Source: an optimization exercise on an open RTL-to-GDS flow (aim: small area). Production flows keep margins and buffers that such runs may drop. The RTL was checked by simulation tests, not by an equivalence proof against the original design.

==> inputs of job 1628 <==
Design dds_core, start of the top module:
module dds_core(
    input  wire        clk,
    input  wire        rst_n,
    input  wire        btn_mode,
    input  wire        rot_a,
    input  wire        rot_b,
    input  wire        btn_step,
    output wire [10:0] rom_addr,
    input  wire [47:0] rom_data,
    output wire [11:0] dac_out
);
make LEC_CHECK=0 ABC_AREA=1 CAP_MARGIN=0 CORE_MARGIN=2 CORE_UTILIZATION=75 CTS_BUF_LIST=sky130_fd_sc_hd__clkbuf_2 SLEW_MARGIN=0 SYNTH_HIERARCHICAL=1 finish   # period 80.0 ns
run.sh (not shown) runs the stock make flow with config.mk's settings and CLKGATE_MAP_FILE= SYNTH_SCRIPT=/design/flow/synth_recipe.tcl, a recipe that flattens the netlist after the stock synthesis.
==> job 499 (differences from job 1628) <==
- CORE_UTILIZATION: 75 -> 60
- CTS_BUF_LIST: sky130_fd_sc_hd__clkbuf_2 -> sky130_fd_sc_hd__clkbuf_4
==> reports/qor.csv <==
stage;metric;value;unit
run_status;status;timing/DRC/antenna clean;
timing;max_slew_margin;0.2047;
floorplan;fp.dieH;242.8;µm
floorplan;taps;756;
global_route;antenna_found_initial;3;
clock_network;clock_latency;0.81;ns
placement;gp_congestion;0.9567;
cells_and_area;clk_share;0.02588;
drt;highest-signal-layer;met4;
global_route;grt_pass1_wl;185800;µm
(the above is from job 499)
==> reports/qor.csv <==
stage;metric;value;unit
clock_network;clock_latency;1.10;ns
timing;max_slew_margin;0.06063;
placement;gp_congestion;1.036;
global_route;antenna_found_initial;4;
run_status;status;timing/DRC/antenna clean;
drt;highest-signal-layer;met5;
floorplan;taps;600;
(the above is from job 1628)

==> inputs of v6 <==
Another version of the RTL of dds_core (not shown whole).
export LEC_CHECK = 0
export ABC_AREA = 1
export CAP_MARGIN = 20
export CORE_MARGIN = 2
export CORE_UTILIZATION = 60
export SLEW_MARGIN = 20
create_clock -name core_clock -period 80.0 [get_ports {clk}]
==> v21 (differences from v6) <==
Settings changed: CAP_MARGIN 20 to 0, CTS_BUF_LIST set to sky130_fd_sc_hd__clkbuf_4, SLEW_MARGIN 20 to 0.
==> qor summary <==
Clock network area share: v21 2.29%; v6 2.48%
Total clock buffers created by CTS: v21 69; v6 28
Non-clk bufs: v21 171; v6 172
Number of standard cells in the layout, taps in and fillers out: v21 4,851; v6 4,785
Signed area change from the synthesized netlist to the final layout: v21 6.48%; v6 6.80%
Clock latency at the later pin of the worst-skew pair: v21 750 ps; v6 580 ps
Transition time at the pin with the least slew margin: v21 1220 ps; v6 1230 ps
Clock tree root driver cell: v21 clkbuf_4; v6 clkbuf_16
Met3 routed wirelength: v21 18.0 mm; v6 18.4 mm
Crit share post-route: v21 39.3%; v6 39.3%
Setup Skew: v21 68.2 ps; v6 38.3 ps
Top layer in use: v21 met5; v6 met4
Data arrival time of the critical path: v21 32,110 ps; v6 31,990 ps
CTS H-Tree Depth: v21 3; v6 1
Seq/total area: v21 17.0%; v6 17.0%
Portion of the layout cell area used by non-clock buffers: v21 3.91%; v6 3.97%
Antenna Diode Count: v21 1; v6 2
Multi-input combinational cell area: v21 0.0254 mm^2; v6 0.0254 mm^2
Outcome: v21 timing/DRC/antenna clean; v6 timing/DRC/antenna clean
Clock-pin slew on the worst setup and hold paths: v21 80 ps; v6 70 ps
Met1 GRT Util: v21 56.9%; v6 56.1%
Post-detailed-routing wire length: v21 134 mm; v6 133 mm
Fraction of area in multi-input gates: v21 66.6%; v6 66.5%
Number of fill cells: v21 5,082; v6 5,039

==> build 68 <==
Another version of the RTL of dds_core (not shown whole).
clock: 80.0 ns
lec_check: 0
abc_area: 1
cap_margin: 0
core_margin: 2
core_utilization: 60
cts_buf_list: sky130_fd_sc_hd__clkbuf_4
slew_margin: 0
synth_hierarchical: 1
==> inputs of build 69, as changes to build 68 <==
--- a/flow/design.v
+++ b/flow/design.v
@@ -1955,28 +1955,28 @@
         endcase
     end
     wire delta_neg = (Mode != 3'd0) & x[31];    
     wire zcross = (Mode == 3'd4) ? ((out1[31:23] == 9'd0) || (out1[31:23] == {9{1'b1}}))
                                  : ((out1[31:22] == 10'd0) || (out1[31:22] == {10{1'b1}}));
     wire dir = out2[31];
     wire do_update = zcross & update_wait;
     wire load = Ready | do_update;
-    wire [27:0] init1 = {4'b0000, rom_data[47:24]};
-    wire [27:0] ninit1;
-    wire [28:0] nc;
-    assign nc[0] = 1'b1;
-    generate for (gi = 0; gi < 28; gi = gi + 1) begin : gneg
-        hadd u(.a(~init1[gi]), .b(nc[gi]), .s(ninit1[gi]), .co(nc[gi+1]));
+    wire [23:0] rs = rom_data[47:24];
+    wire [24:0] low;             
+    assign low[0] = 1'b0;
+    generate for (gi = 0; gi < 24; gi = gi + 1) begin : gneg
+        assign low[gi+1] = low[gi] | rs[gi];
     end endgenerate
+    wire [27:0] init1 = {4'b0000, rs} ^ ({{4{low[24]}}, low[23:0]} & {28{~dir}});
     always @(posedge clk or negedge rst_n) begin
         if (~rst_n) begin
             out1 <= 0; out2 <= 0; ad <= 0; update_wait <= 0;
         end else begin
-            if (load)        out1 <= {dir ? init1 : ninit1, 4'b0000};
+            if (load)        out1 <= {init1, 4'b0000};
             else if (Enable) out1 <= out;
             if (load)        out2 <= 32'h000000AB;
             else if (Enable) out2 <= out1;
             if (load)        ad <= rom_data[23:0];
             if (FreqChng)       update_wait <= 1;
             else if (do_update) update_wait <= 0;
         end
     end
==> flow/flow/run.sh (new file) <==
#!/bin/bash
# Layout flow: the standard ORFS flow (standard.sh, standard synthesis
# unchanged) with two changes to how the layout is made:
#  - the port buffers that ORFS inserts at placement are buf_1 cells;
#  - clock tree synthesis uses clkbuf_8 buffers (sink clusters of up to 14) and
#    inserts no dummy loads;
# The full make output goes to flow_make.log in this folder; ORFS writes each
# step's log under orfs/logs/.
set -euo pipefail
export BUFFER_PORTS_ARGS="-buffer_cell sky130_fd_sc_hd__buf_1"
export CTS_ARGS="-sink_clustering_enable -repair_clock_nets -dont_use_dummy_load -buf_list sky130_fd_sc_hd__clkbuf_8 -sink_clustering_size 14 -sink_clustering_max_diameter 60"
bash standard.sh > flow_make.log 2>&1
==> flow/standard.sh (new file) <==
#!/bin/bash
# synth_recipe.tcl (not shown) runs the flow's synth.tcl, then flattens the netlist and writes it again
# the make line also repeats each setting of config.mk as NAME=value (left out here)
make -C /OpenROAD-flow-scripts/flow DESIGN_CONFIG=/design/flow/config.mk WORK_HOME=/design/flow/orfs CLKGATE_MAP_FILE= SYNTH_SCRIPT=/design/flow/synth_recipe.tcl "${@:-finish}"
==> flow/config.mk (replaced) <==
export PLATFORM = sky130hd
export DESIGN_NAME = dds_core
export DESIGN_NICKNAME = dds_core
export VERILOG_FILES = /design/flow/design.v
export SDC_FILE = /design/flow/constraint.sdc
export NUM_CORES = 4
export LEC_CHECK = 0
export ABC_AREA = 1
export CAP_MARGIN = 0
export CORE_MARGIN = 2
export CORE_UTILIZATION = 78
export SLEW_MARGIN = 0
export SYNTH_HIERARCHICAL = 1
removed: flow/run.sh
==> inputs of build 38, as changes to build 68 <==
--- a/flow/design.v
+++ b/flow/design.v
@@ -1955,28 +1955,28 @@
         endcase
     end
     wire delta_neg = (Mode != 3'd0) & x[31];    
     wire zcross = (Mode == 3'd4) ? ((out1[31:23] == 9'd0) || (out1[31:23] == {9{1'b1}}))
                                  : ((out1[31:22] == 10'd0) || (out1[31:22] == {10{1'b1}}));
     wire dir = out2[31];
     wire do_update = zcross & update_wait;
     wire load = Ready | do_update;
-    wire [27:0] init1 = {4'b0000, rom_data[47:24]};
-    wire [27:0] ninit1;
-    wire [28:0] nc;
-    assign nc[0] = 1'b1;
-    generate for (gi = 0; gi < 28; gi = gi + 1) begin : gneg
-        hadd u(.a(~init1[gi]), .b(nc[gi]), .s(ninit1[gi]), .co(nc[gi+1]));
+    wire [23:0] rs = rom_data[47:24];
+    wire [24:0] low;             
+    assign low[0] = 1'b0;
+    generate for (gi = 0; gi < 24; gi = gi + 1) begin : gneg
+        assign low[gi+1] = low[gi] | rs[gi];
     end endgenerate
+    wire [27:0] init1 = {4'b0000, rs} ^ ({{4{low[24]}}, low[23:0]} & {28{~dir}});
     always @(posedge clk or negedge rst_n) begin
         if (~rst_n) begin
             out1 <= 0; out2 <= 0; ad <= 0; update_wait <= 0;
         end else begin
-            if (load)        out1 <= {dir ? init1 : ninit1, 4'b0000};
+            if (load)        out1 <= {init1, 4'b0000};
             else if (Enable) out1 <= out;
             if (load)        out2 <= 32'h000000AB;
             else if (Enable) out2 <= out1;
             if (load)        ad <= rom_data[23:0];
             if (FreqChng)       update_wait <= 1;
             else if (do_update) update_wait <= 0;
         end
     end
==> flow/flow/run.sh (new file) <==
#!/bin/bash
# Layout flow: the standard ORFS flow (standard.sh, standard synthesis
# unchanged) with two changes to how the layout is made:
#  - the port buffers that ORFS inserts at placement are buf_1 cells;
#  - clock tree synthesis uses clkbuf_8 buffers (sink clusters of up to 14) and
#    inserts no dummy loads;
# The full make output goes to flow_make.log in this folder; ORFS writes each
# step's log under orfs/logs/.
set -euo pipefail
export BUFFER_PORTS_ARGS="-buffer_cell sky130_fd_sc_hd__buf_1"
export CTS_ARGS="-sink_clustering_enable -repair_clock_nets -dont_use_dummy_load -buf_list sky130_fd_sc_hd__clkbuf_8 -sink_clustering_size 14 -sink_clustering_max_diameter 60"
bash standard.sh > flow_make.log 2>&1
==> flow/standard.sh (new file) <==
#!/bin/bash
# synth_recipe.tcl (not shown) runs the flow's synth.tcl, then flattens the netlist and writes it again
# the make line also repeats each setting of config.mk as NAME=value (left out here)
make -C /OpenROAD-flow-scripts/flow DESIGN_CONFIG=/design/flow/config.mk WORK_HOME=/design/flow/orfs CLKGATE_MAP_FILE= SYNTH_SCRIPT=/design/flow/synth_recipe.tcl "${@:-finish}"
==> flow/config.mk (replaced) <==
export PLATFORM = sky130hd
export DESIGN_NAME = dds_core
export DESIGN_NICKNAME = dds_core
export VERILOG_FILES = /design/flow/design.v
export SDC_FILE = /design/flow/constraint.sdc
export NUM_CORES = 4
export LEC_CHECK = 0
export ABC_AREA = 1
export CAP_MARGIN = 0
export CORE_MARGIN = 2
export CORE_UTILIZATION = 60
export SLEW_MARGIN = 0
export SYNTH_HIERARCHICAL = 1
removed: flow/run.sh
==> run notes <==
- Between build 69 and build 38, the lower die area is in build 69 (gap about 23%, measured against build 38).
- Flip-flop and latch count is the same in build 68 and build 69.
- Non-clock buffer count: build 69 < build 68 < build 38.
- Utilization, highest first: build 69, build 68, build 38.
- The lowest via count belongs to build 38, the highest to build 69.
- Of build 68 and build 69, build 68 has the higher synthesized area (gap about 0.35%, measured against build 69).

-- afterwards: timing with drivers on the ports --
In the flow no input, the clock included, has a driving cell. The finished layouts below were timed again as built, in two steps.
Step 1 sets driving cells, clkbuf_16 on the clock port and buf_2 on the other inputs (assumed; they add their load-dependent delay and slew).
Step 2 moves the port delays by t, midway between the first and last clock arrival at a register: inputs arrive t later, outputs are due t later. That takes back most of the time a late clock gives input paths.
Three values: ideal, step 1, step 2; two values: the first two.
run | shift t [ns] | setup WS [ns] | latest minus earliest clock arrival (ns) | slew at the worst register clock pin (ns)
job 1628 | 1.099 | 48.974 / 48.974 / 48.974 | 0.111 / 0.112 | 0.12 / 0.12
job 499 | 0.832 | 48.881 / 48.881 / 48.881 | 0.079 / 0.079 | 0.08 / 0.08
v6 | 0.621 | 48.523 / 48.523 / 48.523 | 0.039 / 0.039 | 0.07 / 0.07
v21 | 0.764 | 48.574 / 48.574 / 48.574 | 0.068 / 0.069 | 0.08 / 0.08
build 68 | 0.770 | 48.882 / 48.882 / 48.882 | 0.058 / 0.058 | 0.08 / 0.08
build 69 | 0.655 | 48.338 / 48.338 / 48.338 | 0.135 / 0.135 | 0.10 / 0.10
build 38 | 0.644 | 48.641 / 48.641 / 48.641 | 0.120 / 0.120 | 0.10 / 0.10
After both steps setup and hold are still met in every run listed.
